From an optimization exercise on the open Yosys and OpenROAD flow, aimed at small area; shortcuts taken in it are not production practice. Where RTL was checked, it was by simulation tests only, not by an equivalence proof against the original. Power and IR drop assume default switching activity.

== run Z ==
==> flow/design.v (excerpt) <==
module api_extension(
                     input wire           clk,
                     input wire           reset,
                     input wire [1 : 0]   command,
                     output wire [1 : 0]  status,
                     input wire [31 : 0]  address,
                     input wire [31 : 0]  write_data,
                     output wire [31 : 0] read_data,
                     output wire          nts_cs,
                     output wire          nts_we,
                     output wire [23 : 0] nts_address,
                     output wire [31 : 0] nts_write_data,
                     input wire  [31 : 0] nts_read_data,
                     input wire           nts_ready,
                     output wire          pp_cs,
                     output wire          pp_we,
                     output wire [23 : 0] pp_address,
                     output wire [31 : 0] pp_write_data,
                     input wire  [31 : 0] pp_read_data,
                     input wire           pp_ready,
                     output wire          dp_cs,
                     output wire          dp_we,
                     output wire [23 : 0] dp_address,
                     output wire [31 : 0] dp_write_data,
                     input wire  [31 : 0] dp_read_data,
                     input wire           dp_ready,
                     output wire          merge_cs,
                     output wire          merge_we,
                     output wire [7 : 0]  merge_address,
                     output wire [31 : 0] merge_write_data,
                     input wire  [31 : 0] merge_read_data,
                     input wire           merge_ready,
                     output wire          rosc_cs,
                     output wire          rosc_we,
                     output wire [7 : 0]  rosc_address,
                     output wire [31 : 0] rosc_write_data,
                     input wire  [31 : 0] rosc_read_data,
                     input wire           rosc_ready
                    );
For scale: about 110 flip-flops, about 530 I/O pins.
==> flow/config.mk <==
export PLATFORM = sky130hd
export DESIGN_NAME = api_extension
export DESIGN_NICKNAME = api_extension
export VERILOG_FILES = /design/flow/design.v
export SDC_FILE = /design/flow/constraint.sdc
export NUM_CORES = 4
export LEC_CHECK = 0
export CAP_MARGIN = 0
export CORE_MARGIN = 2
export CORE_UTILIZATION = 65
export SLEW_MARGIN = 0
==> flow/constraint.sdc <==
create_clock -name core_clock -period 5.0 [get_ports {clk}]
set_input_delay 1.0000 -clock core_clock [delete_from_list [all_inputs] [get_ports {clk}]]
set_output_delay 1.0000 -clock core_clock [all_outputs]
set_load 0.01 [all_outputs]
standard.sh (not shown) runs the stock make flow with config.mk's settings and CLKGATE_MAP_FILE= SYNTH_SCRIPT=/design/flow/synth_recipe.tcl, a recipe that flattens the netlist after the stock synthesis.
==> flow/flow/run.sh <==
#!/bin/bash
# Standard layout (the standard.sh) with three changes to how it is made:
# buf_1 as the port buffer cell, pins allowed on neighbouring tracks so a
# smaller die still holds all the ports, and a clock tree of small clock
# buffers without dummy loads.
set -euo pipefail
bash standard.sh \
  'BUFFER_PORTS_ARGS=-buffer_cell sky130_fd_sc_hd__buf_1' \
  'PLACE_PINS_ARGS=-min_distance 1 -min_distance_in_tracks' \
  'CTS_ARGS=-sink_clustering_enable -repair_clock_nets -dont_use_dummy_load -buf_list {sky130_fd_sc_hd__clkbuf_4 sky130_fd_sc_hd__clkbuf_8}' \
  finish > standard.log 2>&1
Modified inputs, run D compared to run Z
--- a/flow/config.mk
+++ b/flow/config.mk
@@ -6,6 +6,6 @@
 export NUM_CORES = 4
 export LEC_CHECK = 0
-export CAP_MARGIN = 0
+export CAP_MARGIN = 20
 export CORE_MARGIN = 2
 export CORE_UTILIZATION = 65
-export SLEW_MARGIN = 0
+export SLEW_MARGIN = 20
[summary]
- Comparing run D against run Z, there is no change at all in wire length reported by the detailed router.
- Per the comparison of run D with run Z, sequential share of layout area ~0 delta, final cell count ~0 delta.
- For clock group share of total power, run Z and run D come out practically identical.
- Number of nets in the layout: run Z vs run D identical
- Part of the power in registers: run D vs run Z — no meaningful difference
- Comparing run D against run Z, there is no change at all in worst slew margin relative to its limit.
- From run Z to run D, non-clock buffer count did not move at all.
No functional check of the RTL was part of any run of this note.


Another version of the RTL of api_extension (not shown whole).
For scale: about 860 cells after synthesis, about 8500 um2 of cells after synthesis.
Settings: LEC_CHECK=0, CAP_MARGIN=20, CORE_MARGIN=2, CORE_UTILIZATION=40, SLEW_MARGIN=20; clock period 5.0 ns.
==> flow/flow/run.sh <==
#!/bin/bash
# Standard layout, with buf_1 as the port buffer cell.
set -euo pipefail
bash standard.sh 'BUFFER_PORTS_ARGS=-buffer_cell sky130_fd_sc_hd__buf_1' finish > standard.log 2>&1
Edit:
==> flow/run.sh (new file) <==
#!/bin/bash
# synth_recipe.tcl (not shown) runs the flow's synth.tcl, then flattens the netlist and writes it again
# the make line also repeats each setting of config.mk as NAME=value (left out here)
make -C /OpenROAD-flow-scripts/flow DESIGN_CONFIG=/design/flow/config.mk WORK_HOME=/design/flow/orfs CLKGATE_MAP_FILE= SYNTH_SCRIPT=/design/flow/synth_recipe.tcl finish
removed: flow/flow/run.sh
removed: flow/standard.sh
Synthesized area does not change.
Clock skew went up by 6.5 ps.
Design area went up by a quarter to a third.
Cell count is about the same.
Hold slack gets worse by 6.1 ps.
Worst setup slack gets worse by 170 ps.
Routed wire length went up by a few percent.
Critical path depth went down by 7.
Count of clock-buffer cells in the layout does not change.
Maximum frequency went down by a few percent.

what the ideal ports hide:
In the flow no input, the clock included, has a driving cell. The finished layouts below were timed again as built, in two steps. Step 1 sets driving cells, clkbuf_16 on the clock port and buf_2 on the other inputs (assumed; they add their load-dependent delay and slew). Step 2 adds t to the input delays and takes it off the output delays; t is the mean of the earliest and latest rising clock arrival at the registers after step 1. Input paths then give back, and output paths get back, about the clock's delay inside the block. Slacks: no drivers / after step 1 / after step 2; pairs: no drivers / after step 1.
run | shift t [ns] | setup WS [ns] | worst hold slack (ns) | slew at the worst register clock pin (ns) | worst slew at a driven data input, ns
run Z | 0.396 | 0.401 / 0.401 / 0.401 | 0.487 / 0.487 / 0.487 | 0.10 / 0.10 | 0.17
run D | 0.396 | 0.401 / 0.401 / 0.401 | 0.487 / 0.487 / 0.487 | 0.10 / 0.10 | 0.17
the first run of note 2 | 0.407 | 0.902 / 0.902 / 0.902 | 0.549 / 0.531 / 0.549 | 0.08 / 0.08 | 0.19
the second run of note 2 | 0.403 | 0.736 / 0.704 / 0.491 | 0.543 / 0.543 / 0.543 | 0.08 / 0.08 | 0.19
After both steps setup and hold are still met in every run listed. The setup slack of the second run of note 2, which loses most, moves by -0.032 ns with the drivers and by -0.245 ns with both steps.
